From an optimization exercise on the open Yosys and OpenROAD flow, aimed at small area and few clock cycles; shortcuts taken in it are not production practice.
Function was checked by simulation only, so behaviour that the tests miss may differ from the original.
No run shown here takes its clock network from TritonCTS; it comes from the design's own scripts or RTL.
The flow treats the clock pin as an ideal source. Dropping or thinning the clock tree relies on that and would not hold on a real chip.
No activity file was given, so power comes from the tool's default toggle rates.

File: design/flow/standard.sh
#!/bin/bash
# synth_recipe.tcl (not shown) runs the flow's synth.tcl, then flattens the netlist and writes it again
# the make line also repeats each setting of config.mk as NAME=value (left out here)
make -C /OpenROAD-flow-scripts/flow DESIGN_CONFIG=/design/flow/config.mk WORK_HOME=/design/flow/orfs CLKGATE_MAP_FILE= SYNTH_SCRIPT=/design/flow/synth_recipe.tcl "${@:-finish}"
File: design/flow/design.v
module diff2d(i_clk, i_reset, i_data, i_start, o_datax, o_datay, o_address, o_Dx_addr, o_DyValid, o_DxValid, o_bussy);
  parameter WIDTH = 32, ADD_W = 12;
  localparam H = WIDTH/2;
  input  wire                      i_clk;
  input  wire                      i_reset;
  input  wire signed [(WIDTH-1):0] i_data;
  input  wire                      i_start;
  output wire signed [(WIDTH-1):0] o_datax;
  output wire signed [(WIDTH-1):0] o_datay;
  output wire        [(ADD_W-1):0] o_address;
  output wire        [(ADD_W-1):0] o_Dx_addr;
  output wire                      o_DyValid;
  output wire                      o_DxValid;
  output wire                      o_bussy;
  reg  [5:0]  r_x;
  reg  [5:0]  r_y;
  reg         r_phase;   
  reg         r_run;     
  reg         r_dv;      
  reg         r_ov;      
  reg  [(H-1):1]     r_nprev_lo;   
  reg                r_prev_0;     
  reg  [(WIDTH-1):H] r_nprev_hi;   
  reg  [(WIDTH-1):H] r_data_hi;
  reg  [(H-1):0]     r_diff_lo;
  reg                r_carry;
  wire        x_zero = (r_x == 6'd0);
  wire [5:0]  n_x = r_x + 6'd1;                        
  wire [5:0]  n_y = r_y + {5'd0, x_zero};
  wire [5:0]  a_y = r_y + {4'd0, x_zero & r_phase, x_zero ^ r_phase};
  wire        last = r_phase & r_dv & (&r_x) & (&r_y);
  wire        ld = r_phase | x_zero;
  wire        ld_d = ~r_phase | x_zero;
  function [WIDTH:0] add_rc;
    input [(WIDTH-1):0] a;
    input [(WIDTH-1):0] b;
    input               cin;
    input integer       n;
    integer i;
    reg c;
    begin
      add_rc = {(WIDTH+1){1'b0}};
      c = cin;
      for (i = 0; i < n; i = i + 1) begin
        add_rc[i] = a[i] ^ b[i] ^ c;
        c = (a[i] & b[i]) | (a[i] & c) | (b[i] & c);
      end
      add_rc[n] = c;
    end
  endfunction
  wire               w_c1 = i_data[0] | ~r_prev_0;
  wire [WIDTH:0]     w_lo1 = add_rc({{(WIDTH-H+1){1'b0}}, i_data[(H-1):1]}, {{(WIDTH-H+1){1'b0}}, r_nprev_lo}, w_c1, H-1);
  wire [H:0]         w_lo = {w_lo1[H-1:0], i_data[0] ^ r_prev_0};
  wire [WIDTH:0]     w_hi = add_rc({{H{1'b0}}, r_data_hi}, {{H{1'b0}}, r_nprev_hi}, r_carry, WIDTH-H);
  always @(posedge i_clk) begin
    r_phase <= i_start | ~r_phase;
    if (i_start) begin
      r_x <= 6'd63;
      r_y <= 6'd63;
    end else if (r_phase) begin
      r_x <= n_x;
      r_y <= n_y;
    end
    if (ld) begin
      r_nprev_lo <= ~i_data[(H-1):1];
      r_prev_0   <= i_data[0];
    end
    if (ld_d)
      r_nprev_hi <= ~r_data_hi;
    r_data_hi <= i_data[(WIDTH-1):H];
    r_diff_lo <= w_lo[(H-1):0];
    r_carry   <= w_lo[H];
  end
  always @(posedge i_clk) begin
    if (i_reset) begin
      r_run <= 1'b0;
      r_dv  <= 1'b0;
      r_ov  <= 1'b0;
    end else begin
      r_run <= i_start | (r_run & ~last);
      r_dv  <= r_run & (r_dv | ~r_phase);
      r_ov  <= r_dv;
    end
  end
  wire [(WIDTH-1):0] w_diff = {w_hi[(WIDTH-H-1):0], r_diff_lo};
  assign o_address = {a_y, n_x};
  assign o_Dx_addr = {r_y, r_x};
  assign o_datay   = w_diff;
  assign o_datax   = w_diff;
  assign o_DyValid = r_ov & ~r_phase;
  assign o_DxValid = r_ov & r_phase;
  assign o_bussy   = r_run | r_dv;
endmodule
File: design/flow/flow/run.sh
#!/bin/bash
# The standard layout, with the smallest buffer on each port and a two-level
# clock tree built by flow/pre_cts.tcl. make's full output goes to flow.log.
set -euo pipefail
export BUFFER_PORTS_ARGS="-buffer_cell sky130_fd_sc_hd__buf_1"
export PRE_CTS_TCL="$PWD/flow/pre_cts.tcl"
export CLOCK_LEAVES=8
export CLOCK_LEAF_BUF=sky130_fd_sc_hd__clkbuf_4
export CLOCK_ROOT_BUF=sky130_fd_sc_hd__clkbuf_2
bash standard.sh > flow.log 2>&1
File: design/flow/flow/pre_cts.tcl
# Clock tree built by hand: the registers are split into CLOCK_LEAVES groups by
# position (halving alternately along x and y); a leaf buffer at each group's
# centre drives that group's clock pins, and a root buffer at the centre of the
# leaves drives the leaves. The clock port drives only the root buffer.
set blk [ord::get_db_block]
set clk [$blk findNet i_clk]

proc centre { iterms } {
  set xs 0.0
  set ys 0.0
  foreach it $iterms {
    set bb [[$it getInst] getBBox]
    set xs [expr { $xs + ([$bb xMin] + [$bb xMax]) / 2.0 }]
    set ys [expr { $ys + ([$bb yMin] + [$bb yMax]) / 2.0 }]
  }
  set n [llength $iterms]
  return [list [expr { int($xs / $n) }] [expr { int($ys / $n) }]]
}

proc split_groups { iterms levels axis } {
  if { $levels == 0 } { return [list $iterms] }
  set keyed {}
  foreach it $iterms {
    set bb [[$it getInst] getBBox]
    if { $axis == 0 } { set k [expr { [$bb xMin] + [$bb xMax] }] } else { set k [expr { [$bb yMin] + [$bb yMax] }] }
    lappend keyed [list $k $it]
  }
  set sorted {}
  foreach p [lsort -integer -index 0 $keyed] { lappend sorted [lindex $p 1] }
  set h [expr { [llength $sorted] / 2 }]
  set a [lrange $sorted 0 [expr { $h - 1 }]]
  set b [lrange $sorted $h end]
  return [concat [split_groups $a [expr { $levels - 1 }] [expr { 1 - $axis }]] \
                 [split_groups $b [expr { $levels - 1 }] [expr { 1 - $axis }]]]
}

proc add_buffer { blk master name netname driver_net loads } {
  set inst [odb::dbInst_create $blk $master $name]
  set net [odb::dbNet_create $blk $netname]
  $net setSigType CLOCK
  foreach it $loads {
    $it disconnect
    $it connect $net
  }
  [$inst findITerm X] connect $net
  [$inst findITerm A] connect $driver_net
  set c [centre $loads]
  set w [[$inst getMaster] getWidth]
  $inst setLocation [expr { [lindex $c 0] - $w / 2 }] [lindex $c 1]
  $inst setPlacementStatus PLACED
  return $inst
}

set sinks {}
foreach it [$clk getITerms] { lappend sinks $it }
set levels [expr { int(log($::env(CLOCK_LEAVES)) / log(2) + 0.5) }]
set groups [split_groups $sinks $levels 0]
set leaf_master [[ord::get_db] findMaster $::env(CLOCK_LEAF_BUF)]
set root_master [[ord::get_db] findMaster $::env(CLOCK_ROOT_BUF)]
set leaves {}
set k 0
foreach g $groups {
  set inst [add_buffer $blk $leaf_master clkbuf_leaf_$k clknet_leaf_$k $clk $g]
  puts "clock leaf $k: [llength $g] registers"
  lappend leaves [$inst findITerm A]
  incr k
}
add_buffer $blk $root_master clkbuf_root clknet_root $clk $leaves
puts "clock root drives $k leaves"

# the tree is built: clock_tree_synthesis has nothing left to do
proc clock_tree_synthesis { args } {
  puts "clock_tree_synthesis skipped: the clock tree was built by pre_cts.tcl"
}
File: design/flow/config.mk
export PLATFORM = sky130hd
export DESIGN_NAME = diff2d
export DESIGN_NICKNAME = diff2d
export VERILOG_FILES = /design/flow/design.v
export SDC_FILE = /design/flow/constraint.sdc
export NUM_CORES = 4
export LEC_CHECK = 0
export CAP_MARGIN = 20
export CORE_MARGIN = 2
export CORE_UTILIZATION = 70
export SLEW_MARGIN = 20
File: design/flow/constraint.sdc
create_clock -name core_clock -period 10.0 [get_ports {i_clk}]
set_input_delay 2.0000 -clock core_clock [delete_from_list [all_inputs] [get_ports {i_clk}]]
set_output_delay 2.0000 -clock core_clock [all_outputs]
set_load 0.01 [all_outputs]
==> results of run 1 <==
Yosys cell counts:
master / count
sky130_fd_sc_hd__clkbuf_1: 1
sky130_fd_sc_hd__nand3_1: 6
sky130_fd_sc_hd__nor2b_1: 3
sky130_fd_sc_hd__nand3_2: 2
sky130_fd_sc_hd__fa_1: 31
sky130_fd_sc_hd__nand3b_1: 1
sky130_fd_sc_hd__xor2_1: 9
sky130_fd_sc_hd__and2_1: 1
sky130_fd_sc_hd__or3_1: 2
sky130_fd_sc_hd__nand2_1: 11
sky130_fd_sc_hd__o211a_1: 1
sky130_fd_sc_hd__mux2i_1: 1
sky130_fd_sc_hd__a21oi_1: 3
sky130_fd_sc_hd__nor3_1: 2
sky130_fd_sc_hd__o211ai_1: 2
sky130_fd_sc_hd__buf_2: 2
sky130_fd_sc_hd__ha_1: 10
sky130_fd_sc_hd__xnor2_1: 6
sky130_fd_sc_hd__dfxtp_1: 49
sky130_fd_sc_hd__buf_4: 35
sky130_fd_sc_hd__and3_1: 2
sky130_fd_sc_hd__nand4_1: 5
sky130_fd_sc_hd__edfxtp_1: 32
sky130_fd_sc_hd__or2_2: 1
sky130_fd_sc_hd__nor2_1: 3
sky130_fd_sc_hd__o21ai_0: 4
sky130_fd_sc_hd__inv_1: 54
sky130_fd_sc_hd__nor4_1: 2
worst max-delay path: cells and delay by family, from the launching register on:
| family | cells | cell delay, ns |
|---|---|---|
| xor+xnor | 2 | 0.38 |
| fa+ha+maj | 15 | 5.58 |
| buf+inv | 3 | 0.30 |
| flops | 1 | 0.38 |
sequential cells by signal, summed over array words and instances, names as in the netlist:
signal and cells:
r_phase 1, r_nprev_lo 15, r_diff_lo 16, r_y 6, r_x 6, r_prev_0 1, r_data_hi 16, r_dv 1
r_nprev_hi 16, r_carry 1, r_run 1, r_ov 1
kinds of logic after synthesis:
| group | Yosys count |
|---|---|
| compound gates | 10 |
| flops | 81 |
| fa+ha+maj | 41 |
| buf+inv | 92 |
| simple gates | 41 |
| mux | 1 |
| xor+xnor | 15 |
power by group through the flow:
stage / clock network [W] / registers, W / logic, W
3_5_place_dp: 0 / 0.000412 / 0.000170
5_1_grt: 0.000146 / 0.000411 / 0.000195
3_3_place_gp: 0 / 0.000410 / 0.000164
4_1_cts: 0.0000956 / 0.000412 / 0.000170
6_report: 0.000129 / 0.000404 / 0.000166
2_1_floorplan: 0 / 0.000414 / 0.000137
stage by stage:
stage	cells	util	total power, W
2_1_floorplan	281	-	0.000550
3_3_place_gp	438	0.767	0.000574
3_5_place_dp	438	0.767	0.000581
4_1_cts	447	0.780	0.000678
5_1_grt	447	0.780	0.000752
6_report	447	0.780	0.000699
layer usage:
metal / GRT usage / wire [um]
met3: 0.0265 / 359
met1: 0.237 / 2160
met2: 0.356 / 2730
met4: 0.0195 / 55
met5: 0 / 0
layout make-up:
type,count,area [um^2]
buffer,9,65.1
multi-input combinational,108,1170
timing repair buffer,125,469
fill,351,1110
tap,70,87.6
sequential,81,1940
inverter,54,203
final timing paths:
path | from | endpoint | slack (ns) | depth (start not counted)
worst max register to register | r_prev_0 | r_diff_lo[15] | 3.34 | 19
worst min register to register | r_run | r_dv | 0.48 | 1
worst min-delay path | r_run | r_dv | 0.48 | 1
worst max-delay path | r_nprev_hi[16] | o_datay[31] | 0.89 | 20
==> insert_results.sql, run 1 <==
INSERT INTO impl_metrics (metric_group, metric, value, unit) VALUES
('yosys', 'synth_compound_area_frac', '0.0167', ''),
('yosys', 'syn-num-nets', '357', ''),
('place', 'place.port_buffers', '125', ''),
('routing', 'dr_total_vias', '2110', ''),
('yosys', 'syn_area_per_cell', '12.8', 'um^2'),
('worst_setup_path', 'crit_path_start_kind', 'register', ''),
('clock_network', 'ctsResizeCount', '0', ''),
('routing', 'drt-wirelength-per-cell', '11.9', 'um'),
('floorplan', 'chipHeight', '75.6', 'um'),
('timing', 'timing.final.crit_share', '0.911', ''),
('pwr', 'power.density_cell_area', '178', 'nW/um^2'),
('timing', 'clock_skew', '0.0101', 'ns'),
('timing', 'worst_slew_pin_slew', '0.779', 'ns'),
('timing', 'clock.fmax', '0.110', 'GHz'),
('clock_network', 'clkTransAtPathRegs', '0.10', 'ns'),
('timing', 'slew_viol_final', '0', ''),
('worst_setup_path', 'critical_path.endpoint_type', 'output pin', ''),
('floorplan', 'row_count', '26', ''),
('timing', 'fin_setup_tns', '0', 'ns'),
('timing', 'hold_viol', '0', ''),
('worst_setup_path', 'critPathMaxFanout', '2', ''),
('global_route', 'antenna_found_initial', '0', ''),
('worst_setup_path', 'cpPeakStageDelay', '0.40', 'ns'),
('global_route', 'first_global_vias', '2017', ''),
('yosys', 'synth_xor_area_frac', '0.0366', ''),
('layout', 'most-common-layout-cells', 'sky130_fd_sc_hd__buf_1 (125), sky130_fd_sc_hd__inv_1 (54), sky130_fd_sc_hd__dfxtp_1 (49)', ''),
('layout', 'most_common_cell_after_layout_fill_and_taps_aside', 'sky130_fd_sc_hd__buf_1', ''),
('layout', 'layout.cell_area.non_filler', '3930', 'um^2'),
('yosys', 'synth.cell_area', '3590', 'um^2'),
('yosys', 'synth_top_family_by_area', 'adder cells', ''),
('pwr', 'power.share.clock', '0.184', ''),
('timing', 'rsz_0062_raised_after_global_routing', 'false', ''),
('floorplan', 'die_ar', '5720', 'um^2'),
('timing', 'finalHoldWorstSlack', '0.480', 'ns'),
('yosys', 'post_synth_fa_ha_maj_area_fraction', '0.208', ''),
('global_route', 'grt_pass1_wl', '8400', 'um'),
('yosys', 'synth.top_cell.area_share', '0.273', ''),
('yosys', 'netlist.top_cell.by_area', 'sky130_fd_sc_hd__dfxtp_1', ''),
('worst_setup_path', 'worst_path_cell_with_the_longest_stage_delay', 'sky130_fd_sc_hd__fa_1', ''),
('clock_network', 'clock_insertion_delay_worst_skew', '0.47', 'ns'),
('routing', 'route.detailed.vias_per_inst', '4.72', ''),
('pwr', 'comb_power_share', '0.238', ''),
('pwr', 'power.switching', '0.000218', 'W'),
('run', 'max-cap-violations', '0', ''),
('routing', 'post-route-drc-count', '0', ''),
('timing', 'setup_ws', '0.886', 'ns'),
('clock_network', 'hold_buffers', '0', ''),
('layout', 'antenna-diode-count', '0', ''),
('place', 'placedInstanceArea', '3870', 'um^2'),
('floorplan', 'starting_density_of_the_core', '0.712', ''),
('outcome', 'outcome', 'complete, no violations', ''),
('worst_setup_path', 'timing.critical_path.cells', 'inv_1 -> fa_1 -> inv_1 -> fa_1 -> fa_1 -> fa_1 -> fa_1 -> fa_1 -> fa_1 -> fa_1 -> fa_1 -> fa_1 -> fa_1 -> fa_1 -> fa_1 -> fa_1 -> fa_1 -> xnor2_1 -> xnor2_1 -> buf_1', ''),
('worst_setup_path', 'critical_path_arrival', '7.11', 'ns'),
('yosys', 'synthDistinctLibCells', '28', ''),
('yosys', 'synth_simple_gate_area_frac', '0.0614', ''),
('pwr', 'ir_worst_vdd', '0.000145', 'V'),
('routing', 'first_iter_violations', '64', ''),
('pwr', 'cellLeakagePower', '1.68', 'nW'),
('timing', 'maxSlewHeadroom', '0.480', ''),
('routing', 'antenna_left', '0', ''),
('pwr', 'power.sequential.fraction', '0.577', ''),
('yosys', 'synthTopCellsByArea', 'sky130_fd_sc_hd__dfxtp_1 (27%), sky130_fd_sc_hd__edfxtp_1 (27%), sky130_fd_sc_hd__fa_1 (17%)', ''),
('worst_setup_path', 'cp_data_required_time', '8.00', 'ns'),
('yosys', 'muxShareOfSynthArea', '0.00279', ''),
('yosys', 'synthCells', '281', ''),
('routing', 'overall_routed_net_length', '5310', 'um'),
('place', 'dp_hpwl', '4190', 'um'),
('yosys', 'synth-seq-area-share', '0.541', ''),
('timing', 'setup-violations-final', '0', ''),
('pwr', 'p_int', '0.000481', 'W'),
('place', 'placer_congestion', '0.718', '');
Testbench counts, summed over its fixed seeds: cycles 196,680.
==> inputs of run 2 (changes only) <==
--- a/design/flow/design.v
+++ b/design/flow/design.v
@@ -25,8 +25,25 @@
   reg  [(H-1):0]     r_diff_lo;
-  reg                r_carry;
+  reg                r_borrow;    
   wire        x_zero = (r_x == 6'd0);
-  wire [5:0]  n_x = r_x + 6'd1;                        
-  wire [5:0]  n_y = r_y + {5'd0, x_zero};
-  wire [5:0]  a_y = r_y + {4'd0, x_zero & r_phase, x_zero ^ r_phase};
-  wire        last = r_phase & r_dv & (&r_x) & (&r_y);
+  function [6:0] inc6;
+    input [5:0] v;
+    input       ci;
+    integer i;
+    reg c;
+    begin
+      c = ci;
+      for (i = 0; i < 6; i = i + 1) begin
+        inc6[i] = v[i] ^ c;
+        c = v[i] & c;
+      end
+      inc6[6] = c;
+    end
+  endfunction
+  wire [6:0]  w_nx = inc6(r_x, 1'b1);
+  wire [6:0]  w_ny = inc6(r_y, x_zero);
+  wire [6:0]  w_ay = inc6(w_ny[5:0], r_phase);
+  wire [5:0]  n_x = w_nx[5:0];                         
+  wire [5:0]  n_y = w_ny[5:0];
+  wire [5:0]  a_y = w_ay[5:0];
+  wire        last = r_dv & w_nx[6] & w_ay[6];
   wire        ld = r_phase | x_zero;
@@ -53,3 +70,3 @@
   wire [H:0]         w_lo = {w_lo1[H-1:0], i_data[0] ^ r_prev_0};
-  wire [WIDTH:0]     w_hi = add_rc({{H{1'b0}}, r_data_hi}, {{H{1'b0}}, r_nprev_hi}, r_carry, WIDTH-H);
+  wire [WIDTH:0]     w_hi = add_rc({{H{1'b0}}, r_data_hi}, {{H{1'b0}}, r_nprev_hi}, ~r_borrow, WIDTH-H);
   always @(posedge i_clk) begin
@@ -71,3 +88,3 @@
     r_diff_lo <= w_lo[(H-1):0];
-    r_carry   <= w_lo[H];
+    r_borrow  <= ~w_lo[H];
   end
--- a/design/flow/flow/run.sh
+++ b/design/flow/flow/run.sh
@@ -6,4 +6,4 @@
 export PRE_CTS_TCL="$PWD/flow/pre_cts.tcl"
-export CLOCK_LEAVES=8
-export CLOCK_LEAF_BUF=sky130_fd_sc_hd__clkbuf_4
+export CLOCK_LEAVES=4
+export CLOCK_LEAF_BUF=sky130_fd_sc_hd__clkbuf_8
 export CLOCK_ROOT_BUF=sky130_fd_sc_hd__clkbuf_2
==> run 2 against run 1 <==
  * Still clean
  * Hold slack improved by 0.0028 ns
  * Flip-flop and latch count did not move
  * Die area fell by 2.9%
  * Critical path type unchanged
  * Critical endpoint is now o_datax[31]
==> insert_results.sql, run 2 <==
INSERT INTO impl_metrics (metric_group, metric, value, unit) VALUES
('worst_setup_path', 'critical_path_arrival', '7.32', 'ns'),
('timing', 'setup-violations-final', '0', ''),
('timing', 'clock_skew', '0.00749', 'ns'),
('pwr', 'power.density_cell_area', '180', 'nW/um^2'),
('global_route', 'antenna_found_initial', '0', ''),
('layout', 'most-common-layout-cells', 'sky130_fd_sc_hd__buf_1 (125), sky130_fd_sc_hd__dfxtp_1 (49), sky130_fd_sc_hd__inv_1 (41)', ''),
('timing', 'hold_viol', '0', ''),
('routing', 'top_layer', 'met4', ''),
('routing', 'antenna_left', '0', ''),
('yosys', 'synth-seq-cells', '81', ''),
('timing', 'worst_slew_pin_slew', '0.416', 'ns'),
('worst_hold_path', 'worst_hold_path_type', 'reg -> reg', ''),
('clock_network', 'clkTransAtPathRegs', '0.12', 'ns'),
('routing', 'dr_wl_met2', '2660', 'um'),
('floorplan', 'die_ar', '5550', 'um^2'),
('place', 'placer_congestion', '0.736', ''),
('floorplan', 'starting_density_of_the_core', '0.732', ''),
('timing', 'timing.final.crit_share', '0.932', ''),
('yosys', 'synthesis.yosys.warnings', '1', ''),
('yosys', 'post_synth_fa_ha_maj_area_fraction', '0.237', ''),
('routing', 'first_iter_violations', '98', ''),
('yosys', 'synthTopCellsByArea', 'sky130_fd_sc_hd__dfxtp_1 (28%), sky130_fd_sc_hd__edfxtp_1 (28%), sky130_fd_sc_hd__fa_1 (17%)', ''),
('layout', 'most_common_cell_after_layout_fill_and_taps_aside', 'sky130_fd_sc_hd__buf_1', ''),
('routing', 'dr_total_vias', '1937', ''),
('yosys', 'synthDistinctLibCells', '27', ''),
('routing', 'post-route-drc-count', '0', ''),
('routing', 'overall_routed_net_length', '5140', 'um'),
('layout', 'final-instance-count-excl-fill', '410', ''),
('floorplan', 'row_count', '25', ''),
('floorplan', 'chipHeight', '74.5', 'um'),
('place', 'dp_hpwl', '4220', 'um'),
('yosys', 'muxShareOfSynthArea', '0.0259', ''),
('timing', 'clock.fmax', '0.107', 'GHz'),
('worst_setup_path', 'crit_path_start_kind', 'register', ''),
('worst_setup_path', 'timing.critical_path.cells', 'fa_1 -> fa_1 -> fa_1 -> fa_1 -> fa_1 -> fa_1 -> fa_1 -> fa_1 -> fa_1 -> fa_1 -> fa_1 -> fa_1 -> fa_1 -> fa_1 -> fa_1 -> xnor2_1 -> xnor2_1 -> buf_1', ''),
('yosys', 'synth-seq-area-share', '0.558', ''),
('routing', 'drt-wirelength-per-cell', '12.5', 'um'),
('yosys', 'synth.cell_area', '3480', 'um^2'),
('global_route', 'maximum_number_of_pins_on_one_net_before_global_route_repair', '22', ''),
('worst_setup_path', 'crit_type', 'reg -> out', ''),
('timing', 'maxSlewHeadroom', '0.722', ''),
('clock_network', 'clock_insertion_delay_worst_skew', '0.41', 'ns'),
('timing', 'post-route-min-period', '9.32', 'ns'),
('worst_setup_path', 'critPathMaxFanout', '2', ''),
('layout', 'proportion_of_layout_cells_with_a_drive_suffix_above_1', '0.0408', ''),
('global_route', 'first_global_vias', '1855', ''),
('clock_network', 'post_cts.repair.setup_buffers', '0', ''),
('routing', 'met3RoutedLength', '339', 'um'),
('yosys', 'synthCells', '245', ''),
('global_route', 'globalRouteTotalUtil', '0.186', ''),
('layout', 'layout.cell_area.non_filler', '3850', 'um^2'),
('timing', 'rsz_0062_raised_after_global_routing', 'false', ''),
('yosys', 'syn-num-nets', '328', ''),
('yosys', 'synth_top_family_by_area', 'adder cells', ''),
('yosys', 'synth_compound_area_frac', '0.0176', ''),
('clock_network', 'hold_buffers', '0', ''),
('yosys', 'commonest_cells_in_the_synthesized_netlist', 'sky130_fd_sc_hd__dfxtp_1 (49), sky130_fd_sc_hd__inv_1 (41), sky130_fd_sc_hd__buf_4 (32), sky130_fd_sc_hd__edfxtp_1 (32), sky130_fd_sc_hd__fa_1 (30)', ''),
('timing', 'fin_setup_tns', '0', 'ns'),
('yosys', 'synth_enable_flop_cells', '32', ''),
('global_route', 'grt_pass1_wl', '8050', 'um'),
('routing', 'route.detailed.vias_per_inst', '4.72', ''),
('yosys', 'netlist.top_cell.by_area', 'sky130_fd_sc_hd__dfxtp_1', ''),
('yosys', 'synth_xor_area_frac', '0.0101', ''),
('worst_setup_path', 'cpPeakStageDelay', '0.45', 'ns'),
('run', 'max-cap-violations', '0', ''),
('yosys', 'synth.top_cell.area_share', '0.282', ''),
('layout', 'syn2layout_area_growth', '10.8', '%'),
('layout', 'nNetsFinal', '428', ''),
('floorplan', 'fp.dieW', '74.5', 'um'),
('yosys', 'syn_area_per_cell', '14.2', 'um^2'),
('place', 'placedInstanceArea', '3790', 'um^2'),
('pwr', 'ir_worst_vdd', '0.000131', 'V'),
('place', 'place.port_buffers', '125', ''),
('timing', 'slew_viol_final', '0', ''),
('layout', 'reg.largest.list', 'r_data_hi (16), r_diff_lo (16), r_nprev_hi (16)', ''),
('global_route', 'remaining_global_route_overflow', '0', ''),
('place', 'dp.cells', '405', ''),
('yosys', 'asyncSetResetFlopFracSynth', '0', ''),
('yosys', 'yosys_most_used_dff', 'sky130_fd_sc_hd__dfxtp_1', ''),
('worst_setup_path', 'timing.critical_path.mode_cell', 'sky130_fd_sc_hd__fa_1', ''),
('floorplan', 'core_area', '4750', 'um^2'),
('outcome', 'outcome', 'complete, no violations', ''),
('yosys', 'synth_simple_gate_area_frac', '0.0270', ''),
('worst_setup_path', 'worst_path_cell_with_the_longest_stage_delay', 'sky130_fd_sc_hd__fa_1', ''),
('layout', 'antenna-diode-count', '0', ''),
('worst_setup_path', 'cp_data_required_time', '8.00', 'ns'),
('worst_setup_path', 'critical_path.endpoint_type', 'output pin', ''),
('clock_network', 'ctsResizeCount', '0', ''),
('floorplan', 'boundaryPins', '126', ''),
('routing', 'routedLengthMet1', '2040', 'um'),
('yosys', 'yosys.cell_count.top_type', 'sky130_fd_sc_hd__dfxtp_1', ''),
('pwr', 'cellLeakagePower', '1.63', 'nW'),
('routing', 'drtPass1Iterations', '4', '');
[run 2: changes by cell type after synthesis, moves of 3 or more]
cell,before,now
sky130_fd_sc_hd__ha_1,10,18
sky130_fd_sc_hd__o21ai_0,4,1
sky130_fd_sc_hd__buf_4,35,32
sky130_fd_sc_hd__inv_1,54,41
sky130_fd_sc_hd__nand3_1,6,0
sky130_fd_sc_hd__nand4_1,5,0
sky130_fd_sc_hd__xnor2_1,6,3
sky130_fd_sc_hd__xor2_1,9,1
sky130_fd_sc_hd__nor2_1,3,0
sky130_fd_sc_hd__mux2i_1,1,9
[run 2: cells by family after synthesis]
logic type | Yosys count
xor+xnor | 4
compound gates | 8
fa+ha+maj | 48
simple gates | 19
mux | 9
buf+inv | 76
flops | 81
[run 2: area by class of cell]
class,instances,area [um^2]
inverters,41,154
well taps,67,83.8
repair buffers,128,492
fillers,303,902
flip-flops and latches,81,1940
plain buffers,5,60.1
multi-input cells,88,1120
[run 2: power breakdown]
part | switching, W | internal (W) | total, W
registers | 0.0000232 | 0.000378 | 0.000401
clock network | 0.0000866 | 0.0000389 | 0.000125
logic | 0.000104 | 0.0000645 | 0.000168
[run 2: final timing paths]
check | slack, ns | cells after the start | from | end
setup / recovery | 0.68 | 18 | r_nprev_hi[16] | o_datax[31]
hold / removal | 0.48 | 1 | r_data_hi[31] | r_nprev_hi[31]
setup reg to reg | 3.36 | 17 | r_prev_0 | r_diff_lo[15]
hold reg to reg | 0.48 | 1 | r_data_hi[31] | r_nprev_hi[31]
[run 2: metrics by stage]
| step | setup slack, ns | util | hold slack, ns | power (W) |
|---|---|---|---|---|
| 6_report | 0.678 | 0.810 | 0.483 | 0.000695 |
| 5_1_grt | 0.284 | 0.810 | 0.489 | 0.000737 |
| 4_1_cts | 1.08 | 0.810 | 0.457 | 0.000674 |
| 3_5_place_dp | 1.08 | 0.798 | 0.462 | 0.000579 |
| 3_3_place_gp | 1.33 | 0.798 | 0.446 | 0.000571 |
| 2_1_floorplan | 1.28 | - | 0.438 | 0.000546 |
[run 2: critical path, delay by kind of cell, from the launching register on]
family     cells  cell delay (ns)
xor+xnor       2             0.38
fa+ha+maj     15             5.94
buf+inv        1             0.17
flops          1             0.42
[run 2: layer usage]
layer  track usage  vias to the layer above
met3        0.0244                       11
met1         0.237                      905
li1              -                      941
met5             0                        -
met4        0.0417                        0
met2         0.341                       80
Testbench counts of run 2, summed over its fixed seeds: cycles 196,680.
==> inputs of run 3 (changes only) <==
--- a/design/flow/flow/run.sh
+++ b/design/flow/flow/run.sh
@@ -6,4 +6,4 @@
 export PRE_CTS_TCL="$PWD/flow/pre_cts.tcl"
-export CLOCK_LEAVES=4
-export CLOCK_LEAF_BUF=sky130_fd_sc_hd__clkbuf_8
+export CLOCK_LEAVES=8
+export CLOCK_LEAF_BUF=sky130_fd_sc_hd__clkbuf_4
 export CLOCK_ROOT_BUF=sky130_fd_sc_hd__clkbuf_2
--- a/design/flow/config.mk
+++ b/design/flow/config.mk
@@ -7,5 +7,5 @@
 export LEC_CHECK = 0
-export CAP_MARGIN = 20
+export CAP_MARGIN = 0
 export CORE_MARGIN = 2
 export CORE_UTILIZATION = 70
-export SLEW_MARGIN = 20
+export SLEW_MARGIN = 0
==> run 3 against run 2 <==
  * Largest power group unchanged
  * Highest routed layer unchanged
  * Largest cell class unchanged
  * Critical endpoint unchanged
  * Sequential share of layout area down 0.065 points
  * Wire length up 0.82%
  * First-iteration DRC count down 71%
  * Register-to-register slack about the same
  * Area after synthesis unchanged
  * Hold slack worse by 0.0046 ns
==> insert_results.sql, run 3 <==
INSERT INTO impl_metrics (metric_group, metric, value, unit) VALUES
('outcome', 'outcome', 'complete, no violations', ''),
('yosys', 'synth_enable_flop_cells', '32', ''),
('floorplan', 'die_ar', '5550', 'um^2'),
('place', 'dp.cells', '405', ''),
('yosys', 'synth-seq-cells', '81', ''),
('floorplan', 'boundaryPins', '126', ''),
('layout', 'nNetsFinal', '432', ''),
('worst_setup_path', 'crit_path_start_kind', 'register', ''),
('worst_hold_path', 'worst_hold_path_type', 'reg -> reg', ''),
('global_route', 'remaining_global_route_overflow', '0', ''),
('floorplan', 'fp.dieW', '74.5', 'um'),
('worst_setup_path', 'critPathMaxFanout', '2', ''),
('worst_setup_path', 'crit_type', 'reg -> out', ''),
('global_route', 'globalRouteTotalUtil', '0.187', ''),
('routing', 'overall_routed_net_length', '5190', 'um'),
('yosys', 'synth.top_cell.area_share', '0.282', ''),
('routing', 'post-route-drc-count', '0', ''),
('place', 'place.port_buffers', '125', ''),
('clock_network', 'ctsResizeCount', '0', ''),
('place', 'placer_congestion', '0.736', ''),
('layout', 'most_common_cell_after_layout_fill_and_taps_aside', 'sky130_fd_sc_hd__buf_1', ''),
('global_route', 'antenna_found_initial', '0', ''),
('yosys', 'synth.cell_area', '3480', 'um^2'),
('worst_setup_path', 'critical_path.endpoint_type', 'output pin', ''),
('clock_network', 'hold_buffers', '0', ''),
('yosys', 'netlist.top_cell.by_area', 'sky130_fd_sc_hd__dfxtp_1', ''),
('worst_setup_path', 'cp_data_required_time', '8.00', 'ns'),
('global_route', 'maximum_number_of_pins_on_one_net_before_global_route_repair', '21', ''),
('layout', 'antenna-diode-count', '0', ''),
('routing', 'antenna_left', '0', ''),
('timing', 'worst_slew_pin_slew', '0.413', 'ns'),
('layout', 'n_fill_cell', '306', ''),
('worst_setup_path', 'timing.critical_path.cells', 'fa_1 -> fa_1 -> fa_1 -> fa_1 -> fa_1 -> fa_1 -> fa_1 -> fa_1 -> fa_1 -> fa_1 -> fa_1 -> fa_1 -> fa_1 -> fa_1 -> fa_1 -> xnor2_1 -> xnor2_1 -> buf_1', ''),
('floorplan', 'starting_density_of_the_core', '0.732', ''),
('yosys', 'syn_area_per_cell', '14.2', 'um^2'),
('timing', 'clock.fmax', '0.107', 'GHz'),
('clock_network', 'post_cts.repair.setup_buffers', '0', ''),
('worst_setup_path', 'timing.critical_path.mode_cell', 'sky130_fd_sc_hd__fa_1', ''),
('floorplan', 'core_area', '4750', 'um^2'),
('place', 'dp_hpwl', '4220', 'um'),
('yosys', 'synthCells', '245', ''),
('yosys', 'synth-seq-area-share', '0.558', ''),
('routing', 'route.detailed.vias_per_inst', '4.76', ''),
('clock_network', 'clkTransAtPathRegs', '0.10', 'ns'),
('layout', 'final-instance-count-excl-fill', '414', ''),
('worst_setup_path', 'setup.reg_to_reg.worst_slack', '3.37', 'ns'),
('yosys', 'asyncSetResetFlopFracSynth', '0', ''),
('worst_setup_path', 'cpPeakStageDelay', '0.45', 'ns'),
('clock_network', 'clock_insertion_delay_worst_skew', '0.47', 'ns'),
('floorplan', 'chipHeight', '74.5', 'um'),
('yosys', 'synthDistinctLibCells', '27', ''),
('timing', 'rsz_0062_raised_after_global_routing', 'false', ''),
('timing', 'post-route-min-period', '9.37', 'ns'),
('worst_setup_path', 'critical_path.reg2reg.startpoint', 'r_prev_0', ''),
('layout', 'reg.largest.list', 'r_data_hi (16), r_diff_lo (16), r_nprev_hi (16)', ''),
('global_route', 'grt_use_met1', '0.225', ''),
('pwr', 'power.density_cell_area', '181', 'nW/um^2'),
('yosys', 'synthTopCellsByArea', 'sky130_fd_sc_hd__dfxtp_1 (28%), sky130_fd_sc_hd__edfxtp_1 (28%), sky130_fd_sc_hd__fa_1 (17%)', ''),
('floorplan', 'row_count', '25', ''),
('worst_setup_path', 'timing.rr.end', 'r_diff_lo[15]', ''),
('pwr', 'cellLeakagePower', '1.63', 'nW'),
('layout', 'most-common-layout-cells', 'sky130_fd_sc_hd__buf_1 (125), sky130_fd_sc_hd__dfxtp_1 (49), sky130_fd_sc_hd__inv_1 (41)', ''),
('layout', 'proportion_of_layout_cells_with_a_drive_suffix_above_1', '0.0519', ''),
('layout', 'syn2layout_area_growth', '10.9', '%'),
('global_route', 'grt_util_met2', '0.349', ''),
('timing', 'clock_skew', '0.00755', 'ns'),
('yosys', 'yosys_most_used_dff', 'sky130_fd_sc_hd__dfxtp_1', ''),
('routing', 'dr_total_vias', '1969', ''),
('worst_setup_path', 'setup.worst_path.start', 'r_nprev_hi[16]', ''),
('timing', 'fin_setup_tns', '0', 'ns'),
('worst_setup_path', 'cp-endpoint', 'o_datax[31]', ''),
('yosys', 'yosys.cell_count.top_type', 'sky130_fd_sc_hd__dfxtp_1', ''),
('global_route', 'grt_use_met3', '0.0339', ''),
('timing', 'setup-violations-final', '0', ''),
('routing', 'drtPass1Iterations', '3', ''),
('global_route', 'top_usage_layer', 'met2', ''),
('timing', 'maxSlewHeadroom', '0.725', ''),
('worst_setup_path', 'worst_r2r_path_depth', '17', ''),
('timing', 'slew_viol_final', '0', ''),
('yosys', 'syn-num-nets', '328', ''),
('global_route', 'first_global_vias', '1901', ''),
('yosys', 'commonest_cells_in_the_synthesized_netlist', 'sky130_fd_sc_hd__dfxtp_1 (49), sky130_fd_sc_hd__inv_1 (41), sky130_fd_sc_hd__buf_4 (32), sky130_fd_sc_hd__edfxtp_1 (32), sky130_fd_sc_hd__fa_1 (30)', ''),
('worst_setup_path', 'worst_path_cell_with_the_longest_stage_delay', 'sky130_fd_sc_hd__fa_1', ''),
('global_route', 'grt_pass1_wl', '8140', 'um'),
('yosys', 'synthesis.yosys.warnings', '1', ''),
('timing', 'hold_viol', '0', ''),
('worst_setup_path', 'critical_path_arrival', '7.37', 'ns'),
('routing', 'drt-wirelength-per-cell', '12.5', 'um'),
('routing', 'first_iter_violations', '28', ''),
('pwr', 'ir_worst_vdd', '0.000128', 'V'),
('timing', 'timing.final.crit_share', '0.937', ''),
('run', 'max-cap-violations', '0', '');
==> run 3: cell counts after synthesis <==
No cell type changed its count.
==> run 3: cell families (layout without fill, tap and decap cells) <==
family	count (synthesis)	in the layout	share of synthesized area
adder cells (fa/ha/maj)	48	48	0.237
AO/OA/AOI/OAI	8	8	0.0176
flip-flops	81	81	0.558
XOR/XNOR	4	4	0.0101
multiplexers	9	9	0.0259
AND/OR/NAND/NOR	19	19	0.0270
buffers and inverters	76	178	0.124
==> run 3: metal layers <==
layer / routed length, um / share of wire
met1: 2000 / 0.39
met2: 2740 / 0.53
met3: 372 / 0.072
met4: 75 / 0.014
met5: 0 / 0
==> run 3: worst max-delay path, delay by kind of cell, from the launching register on <==
kind                       cells  cell delay [ns]
xor gates and xnor gates       2             0.38
adders and majority gates     15             5.92
buffers and inverters          1             0.17
DFF                            1             0.41
==> run 3: worst min path at each step <==
stage,startpoint,to,slack (ns),depth (start not counted)
final,r_data_hi[31],r_nprev_hi[31],0.48,1
after global routing,r_data_hi[22],r_nprev_hi[22],0.49,1
after CTS,r_data_hi[30],r_nprev_hi[30],0.46,1
after detailed placement,r_data_hi[31],r_nprev_hi[31],0.46,1
after global placement,r_data_hi[31],r_nprev_hi[31],0.45,1
after floorplan,r_run,r_dv,0.44,1
==> run 3: metrics by stage <==
| stage | hold WS, ns | power [W] | setup WS, ns | instance area, um^2 | utilization |
|---|---|---|---|---|---|
| floorplan | 0.438 | 0.000546 | 1.28 | 3480 | - |
| detailed placement | 0.462 | 0.000579 | 1.08 | 3790 | 0.798 |
| global placement | 0.446 | 0.000571 | 1.33 | 3790 | 0.798 |
| finish | 0.478 | 0.000697 | 0.627 | 3860 | 0.811 |
| CTS | 0.457 | 0.000676 | 1.08 | 3860 | 0.811 |
| global route | 0.490 | 0.000742 | 0.208 | 3860 | 0.811 |
==> run 3: cell type report <==
type	count	area, um^2	area share
multi-input combinational	88	1120	0.291
timing repair buffer	128	492	0.127
buffer	9	65.1	0.0169
tap	67	83.8	0.0217
sequential	81	1940	0.503
inverter	41	154	0.0399
==> run 3: power by group <==
part	switching, W	leakage [nW]	internal (W)
Sequential	0.0000233	0.723	0.000378
Clock	0.0000885	0.0410	0.0000393
Combinational	0.000103	0.870	0.0000644
==> inputs of run 4 (changes only) <==
--- a/design/flow/config.mk
+++ b/design/flow/config.mk
@@ -7,5 +7,5 @@
 export LEC_CHECK = 0
-export CAP_MARGIN = 0
+export CAP_MARGIN = 20
 export CORE_MARGIN = 2
-export CORE_UTILIZATION = 70
-export SLEW_MARGIN = 0
+export CORE_UTILIZATION = 85
+export SLEW_MARGIN = 20
==> run 4 against run 3 <==
  * Highest routed layer is now met5
  * Critical path type unchanged
  * Clock power increased by 9%
  * Combinational power increased by 19%
  * Utilization increased by 15 points
==> insert_results.sql, run 4 <==
INSERT INTO impl_metrics (metric_group, metric, value, unit) VALUES
('pwr', 'ir_worst_vdd', '0.000147', 'V'),
('yosys', 'asyncSetResetFlopFracSynth', '0', ''),
('global_route', 'antenna_found_initial', '0', ''),
('layout', 'reg.largest.list', 'r_data_hi (16), r_diff_lo (16), r_nprev_hi (16)', ''),
('yosys', 'synth-seq-area-share', '0.558', ''),
('place', 'place.port_buffers', '125', ''),
('worst_setup_path', 'cpPeakStageDelay', '0.45', 'ns'),
('layout', 'layout.area.seq', '1940', 'um^2'),
('yosys', 'synthTopCellsByArea', 'sky130_fd_sc_hd__dfxtp_1 (28%), sky130_fd_sc_hd__edfxtp_1 (28%), sky130_fd_sc_hd__fa_1 (17%)', ''),
('worst_setup_path', 'worst_path_cell_with_the_longest_stage_delay', 'sky130_fd_sc_hd__fa_1', ''),
('worst_setup_path', 'crit_path_start_kind', 'register', ''),
('worst_setup_path', 'setup.reg_to_reg.worst_slack', '3.10', 'ns'),
('layout', 'layout.cell_area.non_filler', '3830', 'um^2'),
('routing', 'post-route-drc-count', '0', ''),
('global_route', 'remaining_global_route_overflow', '0', ''),
('yosys', 'synth-seq-cells', '81', ''),
('pwr', 'power.switching', '0.000262', 'W'),
('routing', 'dr_total_vias', '2480', ''),
('pwr', 'comb_power_share', '0.265', ''),
('floorplan', 'chipHeight', '68.0', 'um'),
('floorplan', 'row_count', '23', ''),
('worst_setup_path', 'critical-path-top-delay-family', 'adder cells', ''),
('place', 'placer_congestion', '0.745', ''),
('timing', 'fin_setup_tns', '0', 'ns'),
('pwr', 'power.share.clock', '0.185', ''),
('run', 'max-cap-violations', '0', ''),
('clock_network', 'clock_insertion_delay_worst_skew', '0.50', 'ns'),
('timing', 'post-route-min-period', '9.82', 'ns'),
('yosys', 'yosys_most_used_dff', 'sky130_fd_sc_hd__dfxtp_1', ''),
('routing', 'overall_routed_net_length', '10400', 'um'),
('pwr', 'power_switching_share', '0.350', ''),
('worst_setup_path', 'cp_num_buf_inv', '1', ''),
('worst_hold_path', 'worst_hold_path_type', 'reg -> reg', ''),
('layout', 'nNetsFinal', '431', ''),
('outcome', 'outcome', 'complete, no violations', ''),
('place', 'placedInstanceArea', '3760', 'um^2'),
('global_route', 'first_global_vias', '2747', ''),
('routing', 'drt-wirelength-per-cell', '26.2', 'um'),
('floorplan', 'core_area', '3970', 'um^2'),
('global_route', 'globalRouteTotalUtil', '0.488', ''),
('layout', 'antenna-diode-count', '0', ''),
('routing', 'drtPass1Iterations', '4', ''),
('timing', 'worst_slew_pin_slew', '0.966', 'ns'),
('layout', 'most_common_cell_after_layout_fill_and_taps_aside', 'sky130_fd_sc_hd__buf_1', ''),
('yosys', 'commonest_cells_in_the_synthesized_netlist', 'sky130_fd_sc_hd__dfxtp_1 (49), sky130_fd_sc_hd__inv_1 (41), sky130_fd_sc_hd__buf_4 (32), sky130_fd_sc_hd__edfxtp_1 (32), sky130_fd_sc_hd__fa_1 (30)', ''),
('pwr', 'power.density_cell_area', '196', 'nW/um^2'),
('timing', 'hold_viol', '0', ''),
('layout', 'proportion_of_layout_cells_with_a_drive_suffix_above_1', '0.0491', ''),
('yosys', 'synthesis.yosys.warnings', '1', ''),
('floorplan', 'boundaryPins', '126', ''),
('place', 'dp_hpwl', '6270', 'um'),
('worst_setup_path', 'timing.critical_path.cells', 'fa_1 -> fa_1 -> fa_1 -> fa_1 -> fa_1 -> fa_1 -> fa_1 -> fa_1 -> fa_1 -> fa_1 -> fa_1 -> fa_1 -> fa_1 -> fa_1 -> fa_1 -> xnor2_1 -> xnor2_1 -> buf_1', ''),
('clock_network', 'clkTransAtPathRegs', '0.11', 'ns'),
('layout', 'multi_input_comb_area', '1120', 'um^2'),
('floorplan', 'starting_density_of_the_core', '0.876', ''),
('clock_network', 'hold_buffers', '0', ''),
('yosys', 'synthCells', '245', ''),
('timing', 'maxSlewHeadroom', '0.355', ''),
('worst_hold_path', 'min_to', 'r_nprev_hi[17]', ''),
('worst_setup_path', 'critical_path_arrival', '7.82', 'ns'),
('layout', 'most-common-layout-cells', 'sky130_fd_sc_hd__buf_1 (125), sky130_fd_sc_hd__dfxtp_1 (49), sky130_fd_sc_hd__inv_1 (41)', ''),
('global_route', 'grt_pass1_wl', '15500', 'um'),
('timing', 'slew_viol_final', '0', ''),
('worst_setup_path', 'worst_r2r_path_depth', '18', ''),
('yosys', 'syn-num-nets', '328', ''),
('yosys', 'yosys.cell_count.top_type', 'sky130_fd_sc_hd__dfxtp_1', ''),
('yosys', 'synth.top_cell.area_share', '0.282', ''),
('timing', 'timing.final.crit_share', '0.982', ''),
('routing', 'route.detailed.vias_per_inst', '6.26', ''),
('global_route', 'maximum_number_of_pins_on_one_net_before_global_route_repair', '21', ''),
('worst_setup_path', 'critical_path.endpoint_type', 'output pin', '');
run 4: cell counts after synthesis:
No cell type changed its count.
run 4: through the flow:
stage                     power (W)  instances  worst slack (ns)   util  hold WS (ns)
after global routing       0.000776        396            0.0271  0.964         0.512
after CTS                  0.000708        396             0.768  0.964         0.473
final                      0.000749        396             0.177  0.964         0.493
after floorplan            0.000546        245              1.28      -         0.438
after detailed placement   0.000596        387             0.940  0.948         0.469
after global placement     0.000569        387              1.34  0.948         0.449
run 4: logic make-up after synthesis:
logic type | Yosys count | share of synthesized area
DFF | 81 | 0.558
muxes | 9 | 0.0259
AOI/OAI and AO/OA | 8 | 0.0176
buffers and inverters | 76 | 0.124
xor gates and xnor gates | 4 | 0.0101
adders and majority gates | 48 | 0.237
and+or+nand+nor | 19 | 0.0270
run 4: worst max path at each step:
stage              startpoint           to  slack (ns)  depth (start not counted)
6_report       r_nprev_hi[16]  o_datax[31]        0.18                         18
5_1_grt        r_nprev_hi[16]  o_datax[31]        0.03                         18
4_1_cts        r_nprev_hi[16]  o_datax[31]        0.77                         18
3_5_place_dp   r_nprev_hi[16]  o_datax[31]        0.94                         18
3_3_place_gp   r_nprev_hi[16]  o_datay[31]        1.34                         18
2_1_floorplan  r_nprev_hi[16]  o_datay[31]        1.28                         18
run 4: power groups by stage:
stage                     Sequential [W]  Combinational, W  Clock (W)
after CTS                       0.000417          0.000195  0.0000956
after detailed placement        0.000415          0.000181          0
after global routing            0.000415          0.000213   0.000148
after floorplan                 0.000415          0.000131          0
after global placement          0.000409          0.000160          0
final                           0.000411          0.000199   0.000139
run 4: per-layer routing:
| layer | up-vias | GRT usage | wire length [um] |
|---|---|---|---|
| li1 | 947 | - | - |
| met1 | 1170 | 0.460 | 2950 |
| met2 | 269 | 0.859 | 5370 |
| met3 | 92 | 0.153 | 1050 |
| met4 | 2 | 0.383 | 977 |
| met5 | - | 0.0500 | 28 |
run 4: final cells by class:
class                   instances  area share
well taps                      50      0.0163
flip-flops and latches         81       0.507
repair buffers                127       0.126
plain buffers                   9      0.0170
multi-input cells              88       0.293
inverters                      41      0.0402

## port drivers added, routing unchanged
How much do the figures lean on ideal ports? The routed layouts below were timed once more, with nothing changed but the port constraints.
Step 1 assumes that a clkbuf_16 drives the clock port and a buf_2 every other input.
Step 2 also shifts input and output timing later by t, the mid clock arrival at the registers, as if the neighbouring blocks saw the same clock.
Slacks: no drivers / after step 1 / after step 2; pairs: no drivers / after step 1.
run	t (ns)	setup WS [ns]	worst hold slack (ns)	worst register clock-pin slew, ns	pins driven straight from the clock port
run 1	0.488	0.886 / 0.861 / 1.349	0.480 / 0.480 / 0.480	0.11 / 0.11	1
run 2	0.433	0.678 / 0.655 / 1.088	0.483 / 0.483 / 0.483	0.12 / 0.12	1
run 3	0.488	0.627 / 0.603 / 1.092	0.478 / 0.478 / 0.478	0.10 / 0.10	1
run 4	0.520	0.177 / 0.152 / 0.672	0.493 / 0.493 / 0.493	0.12 / 0.12	1
After both steps every run listed still meets setup and hold.
